Background: an optimization exercise with open tools, aiming at small area, a short achievable clock period and few clock cycles. Do not read the settings as production practice. Function was checked by simulation only, so behaviour that the tests miss may differ from the original. No activity file was given, so power comes from the tool's default toggle rates.

==> flow/run.sh <==
#!/bin/bash
# synth_recipe.tcl (not shown) runs the flow's synth.tcl, then flattens the netlist and writes it again
# the make line also repeats each setting of config.mk as NAME=value (left out here)
make -C /OpenROAD-flow-scripts/flow DESIGN_CONFIG=/design/flow/config.mk WORK_HOME=/design/flow/orfs CLKGATE_MAP_FILE= SYNTH_SCRIPT=/design/flow/synth_recipe.tcl finish
==> flow/config.mk <==
export PLATFORM = sky130hd
export DESIGN_NAME = speedflow_core
export DESIGN_NICKNAME = speedflow_core
export VERILOG_FILES = /design/flow/design.v
export SDC_FILE = /design/flow/constraint.sdc
export NUM_CORES = 4
export LEC_CHECK = 0
export CAP_MARGIN = 20
export CORE_MARGIN = 2
export CORE_UTILIZATION = 35
export PLACE_DENSITY = 0.55
export SETUP_SLACK_MARGIN = 0.4
export SLEW_MARGIN = 20
==> flow/constraint.sdc <==
create_clock -name core_clock -period 11.0 [get_ports {clk}]
set_input_delay 2.2000 -clock core_clock [delete_from_list [all_inputs] [get_ports {clk}]]
set_output_delay 2.2000 -clock core_clock [all_outputs]
set_load 0.01 [all_outputs]
==> flow/design.v <==
`timescale 1ns / 1ps
module alu(
        input logic [3:0] op,
        input logic [31:0] a_i,
        input logic [31:0] b_i,
        output logic [31:0] out
    );
    logic [31:16]     shift_right_fill_r;
    logic [31:0]      shift_right_1_r;
    logic [31:0]      shift_right_2_r;
    logic [31:0]      shift_right_4_r;
    logic [31:0]      shift_right_8_r;
    logic [31:0]      shift_left_1_r;
    logic [31:0]      shift_left_2_r;
    logic [31:0]      shift_left_4_r;
    logic [31:0]      shift_left_8_r;
always_comb begin
    shift_right_fill_r = 16'b0;
    shift_right_1_r = a_i;
    shift_right_2_r = a_i;
    shift_right_4_r = a_i;
    shift_right_8_r = a_i;
    shift_left_1_r = a_i;
    shift_left_2_r = a_i;
    shift_left_4_r = a_i;
    shift_left_8_r = a_i;
    case(op)
        4'b0001: begin
            if (b_i[0]) 
                shift_left_1_r = {a_i[30:0], 1'b0};
            else shift_left_1_r = a_i;
            if (b_i[1]) 
                shift_left_2_r = {shift_left_1_r[29:0], 2'b00};
            else shift_left_2_r = shift_left_1_r;
            if (b_i[2]) 
                shift_left_4_r = {shift_left_2_r[27:0], 4'h0};
            else shift_left_4_r = shift_left_2_r;
            if (b_i[3]) 
                shift_left_8_r = {shift_left_4_r[23:0], 8'h00};
            else shift_left_8_r = shift_left_4_r;
            if (b_i[4]) 
                out = {shift_left_8_r[15:0], 16'h0000};
            else out = shift_left_8_r;
        end
        4'b0010, 4'b0011: begin
            if (a_i[31] == 1'b1 && op == 4'b0011)
                shift_right_fill_r = 16'b1111111111111111;
            else
                shift_right_fill_r = 16'b0000000000000000;
            if (b_i[0] == 1'b1)
                shift_right_1_r = {shift_right_fill_r[31], a_i[31:1]};
            else
                shift_right_1_r = a_i;
            if (b_i[1] == 1'b1)
                shift_right_2_r = {shift_right_fill_r[31:30], shift_right_1_r[31:2]};
            else
                shift_right_2_r = shift_right_1_r;
            if (b_i[2] == 1'b1)
                shift_right_4_r = {shift_right_fill_r[31:28], shift_right_2_r[31:4]};
            else
                shift_right_4_r = shift_right_2_r;
            if (b_i[3] == 1'b1)
                shift_right_8_r = {shift_right_fill_r[31:24], shift_right_4_r[31:8]};
            else
                shift_right_8_r = shift_right_4_r;
            if (b_i[4] == 1'b1)
                out = {shift_right_fill_r[31:16], shift_right_8_r[31:16]};
            else
                out = shift_right_8_r;
        end
        4'b0100: begin
            out = a_i + b_i;
        end
        4'b0110: begin
            out = a_i - b_i;
        end
        4'b0111: begin
            out = a_i & b_i;
        end
        4'b1000: begin
            out = a_i | b_i;
        end
        4'b1001: begin
            out = a_i ^ b_i;
        end
        4'b1010: begin
            out = (a_i < b_i) ? 32'h1 : 32'h0;
        end
        4'b1011: begin
            if (a_i[31]==b_i[31]) out = (a_i < b_i) ? 32'h1 : 32'h0;
            else out = a_i[31] ? 32'h1 : 32'h0;
        end
        4'b0000: begin
            out = a_i;
        end
        default: begin
            out = a_i;
        end
    endcase
    if(op != 4'b0001) begin
        shift_left_1_r = a_i;
        shift_left_2_r = a_i;
        shift_left_4_r = a_i;
        shift_left_8_r = a_i;
    end
    if(op != 4'b0010 && op != 4'b0011) begin
        shift_right_fill_r = 16'b0;
        shift_right_1_r = a_i;
        shift_right_2_r = a_i;
        shift_right_4_r = a_i;
        shift_right_8_r = a_i;
    end
end
endmodule
`timescale 1ns / 1ps
module csr_file(
    input wire clk,
    input wire rst,
    input wire pipeline_en,
    input wire csr_we,
    input wire [2:0] func3,
    input wire [4:0] rs1,
    input wire [31:0] reg1,
    input wire [31:0] pc,
    input wire [11:0] csr_addr,
    output reg [31:0] csr,
    output wire [31:0] mepc_out,
    output wire [31:0] mtvec_out
);
    reg [31:0] mepc;
    reg [31:0] mtvec;
    reg [31:0] mcause;
    reg [31:0] mstatus;
    assign mepc_out = mepc;
    assign mtvec_out = mtvec;
    always_comb begin
        case (csr_addr)
            12'h300: csr = mstatus;
            12'h341: csr = mepc;
            12'h305: csr = mtvec;
            12'h342: csr = mcause;
            default: csr = 32'h0000_0000;
        endcase
    end
    reg [31:0] csr_wdata;
    always_comb begin
        case (func3)
            3'b001:  csr_wdata = reg1;
            3'b101: csr_wdata = {27'b0, rs1};
            3'b010:  csr_wdata = reg1 | csr;
            3'b110: csr_wdata = {27'b0, rs1} | csr;
            3'b011:  csr_wdata = ~reg1 & csr;
            3'b111: csr_wdata = ~{27'b0, rs1} & csr;
            default: csr_wdata = 32'h0000_0000;
        endcase
    end
    always_ff @(posedge clk) begin
        if (rst) begin
            mepc    <= 32'h0000_0000;
            mtvec   <= 32'h0000_0000;
            mcause  <= 32'h0000_0000;
            mstatus <= 32'h0000_0000;
        end else if (pipeline_en && csr_we) begin
            if(func3 != 3'b000) begin 
                case (csr_addr)
                    12'h300: mstatus <= csr_wdata;
                    12'h341: mepc    <= csr_wdata;
                    12'h305: mtvec   <= csr_wdata;
                    12'h342: mcause  <= csr_wdata;
                    default: ;
                endcase
            end else begin
                mepc <= pc;
                mcause <= 32'd11;
            end
        end
    end
endmodule
`timescale 1ns / 1ps
module dcache( 
    input               clk,
    input               rst,
    input               pipeline_en,
    input               ren,
    input       [31:0]  addr,
    input       [2:0]   rwidth,
    input               rsign,  
    output reg  [31:0]  rdata,
    input               wen,
    input       [2:0]   wwidth,
    input       [31:0]  wdata,
    output wire         valid,
    output wire [31:0]  dmem_addr,
    output reg  [3:0]   dmem_wstrb,
    output reg  [31:0]  dmem_wdata,
    input       [31:0]  dmem_rdata
);
    assign valid = 1'b1;
    reg        _ren;    
    reg [31:0] _addr;
    reg [2:0]  _rwidth;
    reg        _rsign;
    reg        _wen; 
    reg [2:0]  _wwidth;
    reg [31:0] _wdata;
    always @(posedge clk) begin
        if(rst) begin
            _ren <= 0;
            _wen <= 0;
            _addr <= 0;
        end
        else if(pipeline_en || valid == 1'b0) begin
            _ren    <= ren;   
            _wen    <= wen;   
            if(ren || wen) begin
                _addr   <= addr;  
                _rwidth <= rwidth;
                _rsign  <= rsign; 
                _wwidth <= wwidth;
                _wdata  <= wdata;
            end
        end
    end
    assign dmem_addr = _addr;
    always_comb begin
        dmem_wstrb = 4'b0000;
        dmem_wdata = _wdata;
        if(_wen) begin
            case(_wwidth)
            3'd1: begin
                dmem_wstrb = 4'b0001 << _addr[1:0];
                dmem_wdata = {4{_wdata[7:0]}};
            end
            3'd2: begin
                dmem_wstrb = _addr[1] ? 4'b1100 : 4'b0011;
                dmem_wdata = {2{_wdata[15:0]}};
            end
            default: begin
                dmem_wstrb = 4'b1111;
                dmem_wdata = _wdata;
            end
            endcase
        end
    end
    wire [31:0] rword = dmem_rdata >> {_addr[1:0], 3'b000};
    always_comb begin
        case(_rwidth)
        3'd1: rdata = {{24{_rsign & rword[7]}}, rword[7:0]};
        3'd2: rdata = {{16{_rsign & rword[15]}}, rword[15:0]};
        default: rdata = rword;
        endcase
    end
endmodule
`timescale 1ns/1ps
module dcache_decoder(
    input       [3:0]   decode_Mctl,
    output reg          ren,
    output reg  [2:0]   rwidth,
    output reg          rsign,
    output reg          wen,
    output reg  [2:0]   wwidth
);
    always_comb begin
        case(decode_Mctl)
        4'b1100: begin
            ren = 0;
            rwidth = 0;
            rsign = 0;
            wen = 0;
            wwidth = 0;
        end
        4'b1111: begin
            ren = 0;
            rwidth = 0;
            rsign = 0;
            wen = 0;
            wwidth = 0;
        end
        4'b0000: begin
            ren = 1;
            rwidth = 1;
            rsign = 1;
            wen = 0;
            wwidth = 0;
        end
        4'b0001: begin
            ren = 1;
            rwidth = 2;
            rsign = 1;
            wen = 0;
            wwidth = 0;
        end
        4'b0010: begin
            ren = 1;
            rwidth = 4;
            rsign = 1;
            wen = 0;
            wwidth = 0;
        end
        4'b0100: begin
            ren = 1;
            rwidth = 1;
            rsign = 0;
            wen = 0;
            wwidth = 0;
        end
        4'b0101: begin
            ren = 1;
            rwidth = 2;
            rsign = 0;
            wen = 0;
            wwidth = 0;
        end
        4'b1000: begin
            ren = 0;
            rwidth = 0;
            rsign = 0;
            wen = 1;
            wwidth = 1;
        end
        4'b1001: begin
            ren = 0;
            rwidth = 0;
            rsign = 0;
            wen = 1;
            wwidth = 2;
        end
        4'b1010: begin
            ren = 0;
            rwidth = 0;
            rsign = 0;
            wen = 1;
            wwidth = 4;
        end
        default: begin
            ren = 0;
            rwidth = 0;
            rsign = 0;
            wen = 0;
            wwidth = 0;
        end
        endcase
    end
endmodule
`timescale 1ns / 1ps
module decoder(
        input [31:0] inst_i,
        output wire [2:0] pc_ctrl, 
        output wire [2:0] imm_type, 
        output wire [3:0] mem_ctrl,
        output wire [3:0] alu_ctrl, 
        output wire [1:0] alu_a_sel, 
        output wire       alu_b_sel, 
        output wire       reg_w_en,
        output wire [1:0] reg_rd_sel,
        output wire [4:0] rs1,
        output wire [4:0] rs2,
        output wire [4:0] rd,
        output wire        csr_we,
        output wire [2:0]  func3,
        output wire [11:0] csr_addr,
        output wire        target_en,
        output wire        target_jump
    );
assign rs1 = inst_i[19:15];
assign rs2 = inst_i[24:20];
assign rd  = inst_i[11:7];
assign func3 = inst_i[14:12];
assign csr_addr = inst_i[31:20];
wire [6:0] opcode = inst_i[6:0];
wire [6:0] func7 = inst_i[31:25];
assign target_en = (opcode == 7'b1100011 || opcode == 7'b1101111);  
assign target_jump = (opcode == 7'b1101111);
reg [20:0] ctrl_signals;
assign                              {pc_ctrl,    imm_type,   mem_ctrl,   alu_ctrl,   alu_a_sel,  alu_b_sel,  reg_w_en,   reg_rd_sel, csr_we} = ctrl_signals;
always_comb begin
    ctrl_signals = {3'b000,   3'b001,     4'b1100,  4'b0000,  2'b10,   1'b1,1'b0,      2'b00,      1'b0};
    case(opcode)
        7'b0110111: begin  
                    ctrl_signals = {3'b000,   3'b100,     4'b1100,  4'b0100,   2'b10,   1'b0, 1'b1,       2'b00,     1'b0};    
        end
        7'b0010111: begin  
                    ctrl_signals = {3'b000,   3'b100,     4'b1100,  4'b0100,   2'b01,  1'b0, 1'b1,       2'b00,     1'b0};    
        end
        7'b1101111: begin  
                    ctrl_signals = {3'b100,   3'b101,     4'b1100,  4'b0000,  2'b10,   1'b0, 1'b1,       2'b10,    1'b0};    
        end
        7'b1100111: begin  
                    ctrl_signals = {3'b101,  3'b001,     4'b1100,  4'b0100,   2'b00,1'b0, 1'b1,       2'b10,    1'b0};    
        end
        7'b1100011: begin  
            case(func3)
                3'b000: begin  
                    ctrl_signals = {3'b011,  3'b011,     4'b1100,  4'b1001,   2'b00,1'b1,1'b0,      2'b00,      1'b0};    
                end
                3'b001: begin  
                    ctrl_signals = {3'b010,      3'b011,     4'b1100,  4'b1001,   2'b00,1'b1,1'b0,      2'b00,      1'b0};    
                end
                3'b100: begin  
                    ctrl_signals = {3'b010,      3'b011,     4'b1100,  4'b1011,   2'b00,1'b1,1'b0,      2'b00,      1'b0};    
                end
                3'b101: begin  
                    ctrl_signals = {3'b011,  3'b011,     4'b1100,  4'b1011,   2'b00,1'b1,1'b0,      2'b00,      1'b0};    
                end
                3'b110: begin  
                    ctrl_signals = {3'b010,      3'b011,     4'b1100,  4'b1010,  2'b00,1'b1,1'b0,      2'b00,      1'b0};    
                end
                3'b111: begin  
                    ctrl_signals = {3'b011,  3'b011,     4'b1100,  4'b1010,  2'b00,1'b1,1'b0,      2'b00,      1'b0};
                end
                default: begin  
                    ctrl_signals = {3'b000,   3'b001,     4'b1100,  4'b0000,  2'b10,   1'b1,1'b0,      2'b00,      1'b0};
                end
            endcase
        end
        7'b0000011: begin  
            case(func3)
                3'b000: begin  
                    ctrl_signals = {3'b000,   3'b001,     4'b0000, 4'b0100,   2'b00,1'b0, 1'b1,      2'b01,      1'b0};
                end
                3'b001: begin  
                    ctrl_signals = {3'b000,   3'b001,     4'b0001, 4'b0100,   2'b00,1'b0, 1'b1,      2'b01,      1'b0};
                end
                3'b010: begin  
                    ctrl_signals = {3'b000,   3'b001,     4'b0010, 4'b0100,   2'b00,1'b0, 1'b1,      2'b01,      1'b0};
                end
                3'b100: begin  
                    ctrl_signals = {3'b000,   3'b001,     4'b0100,4'b0100,   2'b00,1'b0, 1'b1,      2'b01,      1'b0};
                end
                3'b101: begin  
                    ctrl_signals = {3'b000,   3'b001,     4'b0101,4'b0100,   2'b00,1'b0, 1'b1,      2'b01,      1'b0};
                end
                default: begin  
                    ctrl_signals = {3'b000,   3'b001,     4'b1100,  4'b0000,  2'b10,   1'b1,1'b0,      2'b00,      1'b0};
                end
            endcase
        end
        7'b0100011: begin  
            case(func3)
                3'b000: begin  
                    ctrl_signals = {3'b000,   3'b010,     4'b1000,4'b0100,   2'b00,1'b0, 1'b0,      2'b00,      1'b0};
                end
                3'b001: begin  
                    ctrl_signals = {3'b000,   3'b010,     4'b1001,4'b0100,   2'b00,1'b0, 1'b0,      2'b00,      1'b0};
                end
                3'b010: begin  
                    ctrl_signals = {3'b000,   3'b010,     4'b1010,4'b0100,   2'b00,1'b0, 1'b0,      2'b00,      1'b0};
                end
                default: begin  
                    ctrl_signals = {3'b000,   3'b001,     4'b1100,  4'b0000,  2'b10,   1'b1,1'b0,      2'b00,      1'b0};
                end
            endcase
        end
        7'b0010011: begin  
            case(func3)
                3'b000: begin  
                    ctrl_signals = {3'b000,   3'b001,     4'b1100,  4'b0100,   2'b00,1'b0, 1'b1,      2'b00,      1'b0};
                end
                3'b010: begin  
                    ctrl_signals = {3'b000,   3'b001,     4'b1100,  4'b1011,   2'b00,1'b0, 1'b1,      2'b00,      1'b0};
                end
                3'b011: begin  
                    ctrl_signals = {3'b000,   3'b001,     4'b1100,  4'b1010,  2'b00,1'b0, 1'b1,      2'b00,      1'b0};
                end
                3'b100: begin  
                    ctrl_signals = {3'b000,   3'b001,     4'b1100,  4'b1001,   2'b00,1'b0, 1'b1,      2'b00,      1'b0};
                end
                3'b110: begin  
                    ctrl_signals = {3'b000,   3'b001,     4'b1100,  4'b1000,    2'b00,1'b0, 1'b1,      2'b00,      1'b0};
                end
                3'b111: begin  
                    ctrl_signals = {3'b000,   3'b001,     4'b1100,  4'b0111,   2'b00,1'b0, 1'b1,      2'b00,      1'b0};
                end
                3'b001: begin  
                    ctrl_signals = {3'b000,   3'b001,     4'b1100,  4'b0001,   2'b00,1'b0, 1'b1,      2'b00,      1'b0};
                end
                3'b101: begin  
                    if (func7 == 7'b0000000)  
                    ctrl_signals = {3'b000,   3'b001,     4'b1100,  4'b0010,   2'b00,1'b0, 1'b1,      2'b00,      1'b0};
                    else if (func7 == 7'b0100000)  
                    ctrl_signals = {3'b000,   3'b001,     4'b1100,  4'b0011,   2'b00,1'b0, 1'b1,      2'b00,      1'b0};
                end
                default: begin  
                    ctrl_signals = {3'b000,   3'b001,     4'b1100,  4'b0000,  2'b10,   1'b1,1'b0,      2'b00,      1'b0};
                end
            endcase
        end
        7'b0110011: begin  
            case(func3)
                3'b000: begin  
                    if (func7 == 7'b0000000)  
                    ctrl_signals = {3'b000,   3'b001,     4'b1100,  4'b0100,   2'b00,1'b1,1'b1,      2'b00,      1'b0};
                    else if (func7 == 7'b0100000)  
                    ctrl_signals = {3'b000,   3'b001,     4'b1100,  4'b0110,   2'b00,1'b1,1'b1,      2'b00,      1'b0};
                end
                3'b001: begin  
                    ctrl_signals = {3'b000,   3'b001,     4'b1100,  4'b0001,   2'b00,1'b1,1'b1,      2'b00,      1'b0};
                end
                3'b010: begin  
                    ctrl_signals = {3'b000,   3'b001,     4'b1100,  4'b1011,   2'b00,1'b1,1'b1,      2'b00,      1'b0};
                end
                3'b011: begin  
                    ctrl_signals = {3'b000,   3'b001,     4'b1100,  4'b1010,  2'b00,1'b1,1'b1,      2'b00,      1'b0};
                end
                3'b100: begin  
                    ctrl_signals = {3'b000,   3'b001,     4'b1100,  4'b1001,   2'b00,1'b1,1'b1,      2'b00,      1'b0};
                end
                3'b101: begin  
                    if (func7 == 7'b0000000)  
                    ctrl_signals = {3'b000,   3'b001,     4'b1100,  4'b0010,   2'b00,1'b1,1'b1,      2'b00,      1'b0};
                    else if (func7 == 7'b0100000)  
                    ctrl_signals = {3'b000,   3'b001,     4'b1100,  4'b0011,   2'b00,1'b1,1'b1,      2'b00,      1'b0};
                    else  
                    ctrl_signals = {3'b000,   3'b001,     4'b1100,  4'b0000,  2'b10,   1'b1,1'b0,      2'b00,      1'b0};
                end
                3'b110: begin  
                    ctrl_signals = {3'b000,   3'b001,     4'b1100,  4'b1000,    2'b00,1'b1,1'b1,      2'b00,      1'b0};
                end
                3'b111: begin  
                    ctrl_signals = {3'b000,   3'b001,     4'b1100,  4'b0111,   2'b00,1'b1,1'b1,      2'b00,      1'b0};
                end
                default: begin  
                    ctrl_signals = {3'b000,   3'b001,     4'b1100,  4'b0000,  2'b10,   1'b1,1'b0,      2'b00,      1'b0};
                end
            endcase
        end
        7'b0001111: begin  
            ctrl_signals =         {3'b000,   3'b001,     4'b1100,  4'b0000,  2'b10,   1'b1,1'b0,      2'b00,      1'b0};
        end
        7'b1110011: begin  
            if(inst_i == 32'h00100073) begin 
                ctrl_signals =     {3'b000,   3'b001,     4'b1100,  4'b0000,  2'b10,   1'b1,1'b0,      2'b00,      1'b0};
            end else if(inst_i == 32'h00000073)  
                ctrl_signals =     {3'b111,   3'b001,     4'b1100,  4'b0000,  2'b10,   1'b1,1'b0,      2'b00,      1'b1};
            else if(|func3) 
                ctrl_signals =     {3'b000,   3'b001,     4'b1100,  4'b0000,  2'b10,   1'b1,1'b1,      2'b11,      1'b1};
            else if(inst_i == 32'h30200073)  
                ctrl_signals =     {3'b110,    3'b001,     4'b1100,  4'b0000,  2'b10,   1'b1,1'b0,      2'b00,      1'b0};
        end
        default: 
                ctrl_signals =     {3'b000,   3'b001,     4'b1100,  4'b0000,  2'b10,   1'b1,1'b0,      2'b00,      1'b0};
    endcase
end
endmodule
`timescale 1ns/1ps
module forwarding(
    input [4:0] ex_rs1,
    input [4:0] ex_rs2,
    input [4:0] wb_rd,
    input       wb_reg_wen,
    output bypass_reg1,
    output bypass_reg2
);
assign bypass_reg1 = wb_reg_wen && ex_rs1 == wb_rd && wb_rd != 5'b0;
assign bypass_reg2 = wb_reg_wen && ex_rs2 == wb_rd && wb_rd != 5'b0;
endmodule
`timescale 1ns/1ps
module icache( 
    input               clk,
    input               rst,
    input               pipeline_en,
    input       [31:0]  pc,
    output wire [31:0]  inst,
    output wire         valid,
    output wire [31:0]  imem_addr,
    input       [31:0]  imem_rdata
);
    reg [31:0] id_pc;
    assign valid = 1'b1;
    always @(posedge clk) begin
        if(rst) begin
            id_pc <= 32'h80000000;
        end
        else if(pipeline_en || valid==1'b0) begin
            id_pc <= pc;
        end
    end
    assign imem_addr = id_pc;
    assign inst = imem_rdata;
endmodule
`timescale 1ns / 1ps
module immext(
    input [31:7] inst,
    input [2:0] imm_type,
    output logic [31:0] ext
);
always_comb begin
    case(imm_type)
    3'b001: ext = {{21{inst[31]}}, inst[30:20]};
    3'b010: ext = {{21{inst[31]}}, inst[30:25], inst[11:7]};
    3'b011: ext = {{20{inst[31]}}, inst[7], inst[30:25], inst[11:8], 1'b0};
    3'b100: ext = {inst[31:12], 12'b0};
    3'b101: ext = {{12{inst[31]}}, inst[19:12], inst[20], inst[30:21], 1'b0};
    default: ext = 32'b0;
    endcase
end
endmodule
`timescale 1ns / 1ps
module pc_sys(
        input [31:0] pc, 
        input [2:0] pc_ctrl,
        input alu_o,  
        input [31:0] reg1,
        input [31:0] offset,  
        input [31:0] epc,
        input [31:0] mtvec,
        output reg [31:0] dnpc,
        output wire       is_br,
        output wire       is_br_taken
    );
    wire [31:0] snpc;
    assign snpc = pc + 4;
    assign is_br = ((pc_ctrl == 3'b010) || (pc_ctrl == 3'b011));
    assign is_br_taken = (((pc_ctrl == 3'b010) && alu_o) || ((pc_ctrl == 3'b011) && !alu_o));
    always_comb begin
        case (pc_ctrl)
        3'b000:
            dnpc = snpc;
        3'b100:
            dnpc = pc + offset;
        3'b101:
            dnpc = reg1 + offset;
        3'b010:
            if (alu_o) begin 
                dnpc = pc + offset;
            end
            else begin 
                dnpc = snpc;
            end
        3'b011:
            if (!alu_o) begin 
                dnpc = pc + offset;
            end
            else begin 
                dnpc = snpc;
            end
        3'b110:
            dnpc = epc;
        3'b111:
            dnpc = mtvec;
        default:  
            dnpc = pc;
        endcase
    end
endmodule
`timescale 1ns/1ps
module pred(
    input               clk,
    input               rst,
    input               pipeline_en,
    input       [7:0]   ex_pc7_0,
    input       [31:0]  ex_dnpc,  
    input               is_ex_br,  
    input               is_br_taken,  
    input       [31:0]  id_target,
    input               id_target_en,  
    input               id_target_jump,  
    input       [31:0]  id_pc,
    output reg  [31:0]  pc_out,  
    output wire         id_invalid  
);
    reg         [7:0]   BHT_addr;  
    reg                 BHT_tag;   
    reg         [1:0]   work_state;
    wire                id_correct;
    wire                predict_taken;
    localparam S_VII = 2'd0;
    localparam S_PVI = 2'd2;
    localparam S_XPV = 2'd3;
    always @(posedge clk) begin
        if(rst) begin
            work_state <= S_VII;
            BHT_tag    <= 1'b0;
        end
        else if(pipeline_en) begin 
            case(work_state)
            S_VII: work_state <= S_PVI;
            S_PVI: work_state <= S_XPV;
            S_XPV: begin
                if(!id_correct) begin  
                    work_state <= S_PVI;
                end  
                if(is_ex_br) begin
                    BHT_addr <= ex_pc7_0;
                    BHT_tag  <= is_br_taken;
                end
            end
            default work_state <= S_VII; 
            endcase
        end 
    end
    always @(*) begin
        case(work_state)
        S_VII: pc_out = 32'h80000000;
        S_PVI: pc_out = id_target_jump?id_target:
                    (predict_taken?id_target:(id_pc+4));
        S_XPV: if(!id_correct) pc_out = ex_dnpc;  
            else pc_out =   id_target_jump?id_target:  
                            (predict_taken?id_target:(id_pc+4));
        default: pc_out = 32'h80000000;
        endcase
    end
    assign id_correct = (id_pc==ex_dnpc);  
    assign predict_taken = id_target_en & (id_pc[7:0] == BHT_addr) & BHT_tag;
    assign id_invalid = (work_state == S_XPV && !id_correct);
endmodule
`timescale 1ns / 1ps
module reg_file(
        input clk,
        input rst,
        input pipeline_en,
        input [4:0] rs1,
        input [4:0] rs2,
        input [4:0] rd,
        input [31:0] wdata,
        input wen,
        output wire [31:0] reg1,
        output wire [31:0] reg2
    );
    reg  [31:0] gpr [31:0];
    always_ff @(posedge clk) begin
        if (rst) begin
            gpr[0] <= 32'h0;
            gpr[1] <= 32'h0;
            gpr[2] <= 32'h0;
            gpr[3] <= 32'h0;
            gpr[4] <= 32'h0;
            gpr[5] <= 32'h0;
            gpr[6] <= 32'h0;
            gpr[7] <= 32'h0;
            gpr[8] <= 32'h0;
            gpr[9] <= 32'h0;
            gpr[10] <= 32'h0;
            gpr[11] <= 32'h0;
            gpr[12] <= 32'h0;
            gpr[13] <= 32'h0;
            gpr[14] <= 32'h0;
            gpr[15] <= 32'h0;
            gpr[16] <= 32'h0;
            gpr[17] <= 32'h0;
            gpr[18] <= 32'h0;
            gpr[19] <= 32'h0;
            gpr[20] <= 32'h0;
            gpr[21] <= 32'h0;
            gpr[22] <= 32'h0;
            gpr[23] <= 32'h0;
            gpr[24] <= 32'h0;
            gpr[25] <= 32'h0;
            gpr[26] <= 32'h0;
            gpr[27] <= 32'h0;
            gpr[28] <= 32'h0;
            gpr[29] <= 32'h0;
            gpr[30] <= 32'h0;
            gpr[31] <= 32'h0;
        end
        else if (pipeline_en && wen && rd != 0) begin
            gpr[rd] <= wdata;
        end
    end
    assign reg1 = (wen && rs1 == rd && |rd)?wdata:gpr[rs1];
    assign reg2 = (wen && rs2 == rd && |rd)?wdata:gpr[rs2];
endmodule
`timescale 1ns / 1ps
module speedflow_core(
    input               clk,
    input               rst,
    output wire [31:0]  imem_addr,
    input       [31:0]  imem_rdata,
    output wire [31:0]  dmem_addr,
    output wire [3:0]   dmem_wstrb,
    output wire [31:0]  dmem_wdata,
    input       [31:0]  dmem_rdata
);
    wire pipeline_en;  
    wire    [31:0]      if_pc;
    reg     [31:0]      id_pc;
    wire    [31:0]      id_inst;
    wire                id_icache_valid;
    wire    [2:0]       id_pc_ctrl;
    wire    [2:0]       id_imm_type;
    wire    [3:0]       id_mem_ctrl;
    wire    [3:0]       id_alu_ctrl;
    wire    [1:0]       id_alu_a_sel;
    wire                id_alu_b_sel;
    wire                id_reg_w_en;
    wire    [1:0]       id_rd_sel;
    wire    [4:0]       id_rs1;
    wire    [4:0]       id_rs2;
    wire    [4:0]       id_rd;
    wire                id_csr_we;
    wire    [2:0]       id_func3;
    wire    [11:0]      id_csr_addr;
    wire                id_target_en;
    wire                id_target_jump;
    wire                bpu_id_invalid;
    wire    [31:0]      id_reg1;
    wire    [31:0]      id_reg2;
    wire    [31:0]      id_imm;
    wire    [31:0]      id_target;
    reg     [31:0]      ex_pc;
    reg     [2:0]       ex_pc_ctrl;
    reg     [3:0]       ex_mem_ctrl;
    reg     [3:0]       ex_alu_ctrl;
    reg     [1:0]       ex_alu_a_sel;
    reg                 ex_alu_b_sel;
    reg                 ex_reg_w_en;
    reg     [1:0]       ex_rd_sel;
    reg     [4:0]       ex_rs1;
    reg     [4:0]       ex_rs2;
    reg     [4:0]       ex_rd;
    reg                 ex_csr_we;
    reg     [2:0]       ex_func3;
    reg     [11:0]      ex_csr_addr;
    reg     [31:0]      ex_reg1_id;  
    wire    [31:0]      ex_reg1;
    reg     [31:0]      ex_reg2_id;
    wire    [31:0]      ex_reg2;
    reg     [31:0]      ex_imm;
    wire                ex_bypass_reg1;
    wire                ex_bypass_reg2;
    reg     [31:0]      ex_alu_a;  
    reg     [31:0]      ex_alu_b;  
    wire    [31:0]      ex_alu_o;
    wire                ex_dcache_ren;
    wire    [2:0]       ex_dcache_rwidth;
    wire                ex_dcache_rsign;
    wire                ex_dcache_wen;
    wire    [2:0]       ex_dcache_wwidth;
    wire    [31:0]      ex_csr;
    wire    [31:0]      ex_mepc;
    wire    [31:0]      ex_mtvec;
    wire    [31:0]      ex_dnpc;
    wire                ex_is_br;
    wire                ex_is_br_taken;
    reg     [31:0]      wb_pc;
    reg     [1:0]       wb_rd_sel;
    wire    [31:0]      wb_dcache_rdata;
    wire                wb_dcache_valid;
    reg     [31:0]      wb_alu_o;
    reg     [4:0]       wb_rd;
    reg                 wb_reg_w_en;
    reg     [31:0]      wb_csr;
    reg     [31:0]      wb_wdata;  
    assign pipeline_en = id_icache_valid && wb_dcache_valid;
    always @(posedge clk) begin
        if (rst) begin
            ex_mem_ctrl         <= 4'b1100;
            ex_reg_w_en         <= 1'b0;
            ex_csr_we           <= 1'b0;
            wb_reg_w_en         <= 1'b0;
        end else if(pipeline_en) begin
            id_pc               <= if_pc;
            ex_pc               <= id_pc;
            ex_pc_ctrl          <= id_pc_ctrl;
            ex_mem_ctrl         <= bpu_id_invalid?4'b1100:id_mem_ctrl;
            ex_alu_ctrl         <= id_alu_ctrl;
            ex_alu_a_sel        <= id_alu_a_sel;
            ex_alu_b_sel        <= id_alu_b_sel;
            ex_reg_w_en         <= bpu_id_invalid?1'b0:id_reg_w_en;
            ex_rd_sel           <= id_rd_sel;
            ex_rs1              <= id_rs1;
            ex_rs2              <= id_rs2;
            ex_rd               <= id_rd;
            ex_csr_we           <= bpu_id_invalid?1'b0:id_csr_we;
            ex_func3            <= id_func3;
            ex_csr_addr         <= id_csr_addr;
            ex_reg1_id          <= id_reg1;
            ex_reg2_id          <= id_reg2;
            ex_imm              <= id_imm; 
            wb_pc               <= ex_pc;
            wb_rd_sel           <= ex_rd_sel;
            wb_alu_o            <= ex_alu_o;
            wb_rd               <= ex_rd;
            wb_reg_w_en         <= ex_reg_w_en;
            wb_csr              <= ex_csr;
        end
    end
    pred u_pred(
        .clk            	(clk             ),
        .rst            	(rst             ),
        .pipeline_en    	(pipeline_en     ),
        .ex_pc7_0          	(ex_pc[7:0]           ),
        .ex_dnpc        	(ex_dnpc         ),
        .is_ex_br       	(ex_is_br        ),
        .is_br_taken    	(ex_is_br_taken  ),
        .id_target      	(id_target       ),
        .id_target_en   	(id_target_en    ),
        .id_target_jump 	(id_target_jump  ),
        .id_pc          	(id_pc           ),
        .pc_out         	(if_pc           ),
        .id_invalid     	(bpu_id_invalid  )
    );
    icache u_icache(
        .clk            	(clk             ),
        .rst            	(rst             ),
        .pipeline_en 	    (pipeline_en     ),
        .pc             	(if_pc           ),
        .inst           	(id_inst         ),
        .valid          	(id_icache_valid ),
        .imem_addr      	(imem_addr       ),
        .imem_rdata     	(imem_rdata      )
    );
    decoder u_decoder(
        .inst_i           	(id_inst         ),
        .pc_ctrl         	(id_pc_ctrl       ),
        .imm_type       	(id_imm_type     ),
        .mem_ctrl       	(id_mem_ctrl     ),
        .alu_ctrl       	(id_alu_ctrl     ),
        .alu_a_sel      	(id_alu_a_sel    ),
        .alu_b_sel      	(id_alu_b_sel    ),
        .reg_w_en    	    (id_reg_w_en     ),
        .reg_rd_sel     	(id_rd_sel       ),
        .rs1            	(id_rs1          ),
        .rs2            	(id_rs2          ),
        .rd             	(id_rd           ),
        .csr_we         	(id_csr_we       ),
        .func3          	(id_func3        ),
        .csr_addr       	(id_csr_addr     ),
        .target_en      	(id_target_en    ),
        .target_jump 	    (id_target_jump  )
    );
    reg_file u_reg_file(
        .clk            	(clk             ),
        .rst            	(rst             ),
        .pipeline_en    	(pipeline_en     ),
        .rs1            	(id_rs1          ),
        .rs2            	(id_rs2          ),
        .rd             	(wb_rd           ),
        .wdata          	(wb_wdata        ),
        .wen            	(wb_reg_w_en     ),
        .reg1           	(id_reg1         ),
        .reg2           	(id_reg2         )
    );
    immext u_immext(
        .inst           	(id_inst[31:7]   ),
        .imm_type       	(id_imm_type     ),
        .ext            	(id_imm          )
    );
    assign id_target = id_pc + id_imm;
    dcache_decoder u_dcache_decoder(
        .decode_Mctl 	    (ex_mem_ctrl     ),
        .ren         	    (ex_dcache_ren   ),
        .rwidth      	    (ex_dcache_rwidth),
        .rsign       	    (ex_dcache_rsign ),
        .wen         	    (ex_dcache_wen   ),
        .wwidth      	    (ex_dcache_wwidth)
    );
    alu u_alu(
        .op  	            (ex_alu_ctrl     ),
        .a_i 	            (ex_alu_a        ),
        .b_i 	            (ex_alu_b        ),
        .out 	            (ex_alu_o        )
    );
    csr_file u_csr_file(
        .clk            	(clk             ),
        .rst            	(rst             ),
        .pipeline_en    	(pipeline_en     ),
        .csr_we         	(ex_csr_we       ),
        .func3          	(ex_func3        ),
        .rs1            	(ex_rs1          ),
        .reg1           	(ex_reg1         ),
        .pc             	(ex_pc           ),
        .csr_addr       	(ex_csr_addr     ),
        .csr            	(ex_csr          ),
        .mepc_out       	(ex_mepc         ),
        .mtvec_out      	(ex_mtvec        )
    );
    pc_sys u_pc_sys(
        .pc          	    (ex_pc           ),
        .pc_ctrl      	    (ex_pc_ctrl      ),
        .alu_o       	    (|ex_alu_o       ),
        .reg1        	    (ex_reg1         ),
        .offset      	    (ex_imm          ),
        .epc         	    (ex_mepc         ),
        .mtvec       	    (ex_mtvec        ),
        .dnpc        	    (ex_dnpc         ),
        .is_br       	    (ex_is_br        ),
        .is_br_taken 	    (ex_is_br_taken  )
    );
    dcache u_dcache(
        .clk         	    (clk             ),
        .rst         	    (rst             ),
        .pipeline_en 	    (pipeline_en     ),
        .ren         	    (ex_dcache_ren   ),
        .addr        	    (ex_alu_o        ),
        .rwidth      	    (ex_dcache_rwidth),
        .rsign       	    (ex_dcache_rsign ),
        .rdata       	    (wb_dcache_rdata ),
        .wen         	    (ex_dcache_wen   ),
        .wwidth      	    (ex_dcache_wwidth),
        .wdata       	    (ex_reg2         ),
        .valid       	    (wb_dcache_valid ),
        .dmem_addr   	    (dmem_addr       ),
        .dmem_wstrb  	    (dmem_wstrb      ),
        .dmem_wdata  	    (dmem_wdata      ),
        .dmem_rdata  	    (dmem_rdata      )
    );
    forwarding u_forwarding(
        .ex_rs1      	    (ex_rs1          ),
        .ex_rs2      	    (ex_rs2          ),
        .wb_rd       	    (wb_rd           ),
        .wb_reg_wen  	    (wb_reg_w_en      ),
        .bypass_reg1 	    (ex_bypass_reg1  ),
        .bypass_reg2 	    (ex_bypass_reg2  )
    );
    assign ex_reg1 = ex_bypass_reg1?wb_wdata:ex_reg1_id;
    assign ex_reg2 = ex_bypass_reg2?wb_wdata:ex_reg2_id;
    always @ (*) begin
        case(ex_alu_a_sel)
            2'b00: ex_alu_a = ex_reg1;
            2'b10: ex_alu_a = 0;
            2'b01: ex_alu_a = ex_pc;
            default: ex_alu_a = 0;
        endcase
    end
    always @ (*) begin
        case(ex_alu_b_sel)
            1'b1: ex_alu_b = ex_reg2;
            1'b0: ex_alu_b = ex_imm;
            default: ex_alu_b = 0;
        endcase
    end
    always @ (*) begin
        case(wb_rd_sel)
            2'b00: wb_wdata = wb_alu_o;
            2'b01: wb_wdata = wb_dcache_rdata;
            2'b10: wb_wdata = wb_pc+4;
            2'b11: wb_wdata = wb_csr;
            default: wb_wdata = 0;
        endcase
    end
endmodule
==> notes.md <==
status -> no timing/DRC/antenna violations
Post-synth EDFFs -> 1371
io pins -> 166
fmax -> 0.0923 GHz
final period utilization -> 0.985
hpwl dp -> 347000 µm
Slew Viols, Final -> 0
commonest non-fill, non-tap cell in the layout -> nor2_1
Buffers on Ports -> 165
WL met1 -> 191000 µm
simple-gate share of the synthesized area -> 0.129
CTS tree -> done
synthesized area -> 0.0956 mm²
VDD IR max -> 143 µV
Netlist cell types -> 113
Iter 0 DRT Violations -> 13100
RD Place Congestion -> 1.03
hold buffer count at CTS -> 0
Fillers -> 25500
critical path endpoint category -> register
Worst Setup Path Type -> primary input to register
cell area after placement -> 0.108 mm²
core area -> 0.271 mm²
Final Cell Area -> 0.116 mm²
Crit Path Max Fanout -> 6
Met2 Wirelength -> 213000 µm
dpl cells -> 12700
PwrDens -> 153 mW/mm²
CP Data Arrival Time -> 11420 ps
CTS H-tree depth -> 4
initial antenna violation count -> 32
Mean Syn Cell Area -> 11.2 µm²
Synth Area in XOR/XNOR -> 0.0173
Critical path origin -> dmem_rdata[4]
Total GRT Usage -> 0.341
Vias/cell -> 6.35
max incr delay on CP -> 620 ps
LEAKAGE -> 43.3 nW
total congestion overflow -> 0
Crit path required time -> 11580 ps
CTS Buf Count -> 184
Initial Util -> 0.352
Rows -> 191
Area Overhead vs Synth -> 21.5%
pre-CTS setup slack -> -2580 ps
startpoint of the worst hold path -> u_dcache.wwidth[1]
clock buffer depth -> 4
Synthesis Warnings -> 11
via count -> 83400
DR top layer -> met5
DRT Wirelength -> 486000 µm
DRC -> 0
RSZ-0062 raised after global routing -> true
mux cell area share after synthesis -> 0.178
die height -> 527 µm
maximum capacitance violations -> 0
Non-Filler Instances -> 13100
Synth Area in Adders -> 0.0263
Primary FF master, synth -> edfxtp_1
Rel. slew slack -> 0.113
Tightest Hold Check Type -> register to register
Tightest Pin Transition -> 1330 ps
clk_skew -> 122 ps
Synth Register Bits -> 1579
final hold vios -> 0
die area -> 0.277 mm²
Die X -> 527 µm
flop-to-flop setup slack -> 660 ps
CTS Root Cell -> clkbuf_16
largest net degree at the start of global routing -> 151
met3 wire length -> 50000 µm
drt wl/cell -> 37.0 µm
post-route ant nets -> 0
Syn Inst Count -> 8535
final worst slack -> 166 ps
CP max stage cell -> nor4_4
Layout Nets -> 9666
complex-gate fraction of the synthesized area -> 0.135
final setup vio count -> 0
share of layout cells above drive strength 1 -> 0.275
global-route wire length before repair -> 660000 µm
worst r2r src -> wb_rd_sel[1]
Clk pin slew, worst setup/hold paths -> 70 ps
largest family of logic cells by synthesized area -> multiplexers
Seq/Total Area, Yosys -> 0.474
Post-synth ARST share -> 0
Setup crit start kind -> primary input
most frequent cells in the layout -> nor2_1, edfxtp_1, buf_4, mux4_2, nand2_1
DR pass1 iterations -> 6
vias in the first global route -> 79200
crit path time final -> 10830 ps
Worst-Skew Late Latency -> 950 ps
Clock Sinks -> 1579
state kept, by name (all words and copies together), names as in the netlist, 8 cells and up:
signal	cells
ex_pc	32
ex_csr_addr	8
wb_csr	32
u_csr_file.mepc	32
u_csr_file.mtvec	32
u_pred.BHT_addr	8
id_pc	32
ex_reg1_id	32
wb_alu_o	32
u_reg_file.gpr	1024
wb_pc	32
u_dcache._wdata	32
u_icache.id_pc	32
u_csr_file.mcause	32
u_csr_file.mstatus	32
u_dcache._addr	32
ex_reg2_id	32
ex_imm	32
through the flow:
| step | power [mW] | utilization | hold WS, ps | TNS (ps) |
|---|---|---|---|---|
| after floorplan | 9.04 | - | 386 | 0 |
| after global placement | 11.3 | 0.400 | 394 | -193740 |
| after detailed placement | 11.3 | 0.400 | 390 | -188210 |
| after CTS | 17.6 | 0.425 | 386 | 0 |
| after global routing | 18.1 | 0.428 | 398 | 0 |
| final | 17.7 | 0.428 | 376 | 0 |
critical path: cells and delay by family:
family	cells	cell delay [ps]
AO/OA/AOI/OAI	13	3050
adder cells (fa/ha/maj)	1	180
buffers and inverters	8	1550
multiplexers	4	1200
AND/OR/NAND/NOR	8	3190
area by class of cell:
class	count	area (µm²)	share of cell area
sequential	1579	45300	0.391
antenna	10	25.0	0.000216
tap	3570	4470	0.0385
clock inverter	103	1040	0.00897
timing repair buffer	1399	11400	0.0981
inverter	199	763	0.00658
multi-input combinational	6039	48200	0.415
clock buffer	230	4850	0.0418
where the power goes:
group          switching (mW)  internal (mW)  total, mW
Combinational            2.83           1.67       4.50
Clock                    2.72           3.50       6.22
Sequential              0.249           6.76       7.01
Total                    5.80           11.9       17.7
layer usage:
layer,vias to the layer above,global-route usage
li1,34300,-
met1,42600,0.460
met2,5413,0.513
met3,1021,0.0673
met4,24,0.188
met5,-,0
path summary, 6_finish.rpt:
check,endpoint,cells past startpoint
max reg2reg,id_pc[21],37
min,u_dcache._wwidth[1],0
min reg2reg,u_dcache._wwidth[1],0
max,id_pc[21],34
cells by family (layout without fill, tap and decap cells):
| logic type | count (synthesis) | after routing |
|---|---|---|
| XOR/XNOR | 189 | 189 |
| AND/OR/NAND/NOR | 2882 | 2887 |
| buffers and inverters | 953 | 1931 |
| flip-flops | 1579 | 1579 |
| AO/OA/AOI/OAI | 1865 | 1865 |
| other | 1 | 42 |
| adder cells (fa/ha/maj) | 198 | 198 |
| multiplexers | 868 | 868 |
what timing repair did:
item | in CTS | in global routing
buffers inserted | 30 | 18
pin swaps | 67 | 71
gates resized for setup | 206 | 79
cloned | 5 | 6
setup endpoints to repair | 76 | 76
cell usage after synthesis (95+ instances only):
cell type,n,area (µm²)
buf_1,96,360
nor3_1,146,731
inv_1,174,653
a211oi_1,180,1350
mux2i_1,122,1220
mux4_2,654,14700
nand2_1,679,2550
edfxtp_1,1371,41200
o21ai_0,348,1740
xnor2_1,134,1170
nor2_1,1532,5750
dfxtp_1,208,4160
a31oi_1,95,594
ha_1,193,2410
nand3_1,120,601
clkbuf_1,574,2150
a21oi_1,329,1650
Testbench counts, summed over its fixed seeds: cycles 106,489.

==> separate check: timing with driven ports <==
No port has a modelled driver above. Below, the same layout with a new extraction and two added sets of constraints.
Step 1 sets driving cells, clkbuf_16 on the clock port and buf_2 on the other inputs (assumed; they add their load-dependent delay and slew).
Step 2, shift: input delay + t, output delay - t, t = (earliest + latest rising clock arrival at the registers) / 2. This alone moves slack from input paths to output paths.
Three values: ideal, step 1, step 2; two values: the first two.
shift t [ns]: 0.984
setup WS [ns]: 0.166 / 0.235 / -0.749
worst setup path after step 2: input to register
worst data-port slew with drivers (ns): 0.06
pins driven straight from the clock port: 1
Met with ideal ports but missed after step 2: setup timing in this run. The setup slack of this run moves by +0.069 ns with the drivers and by -0.915 ns with both steps.
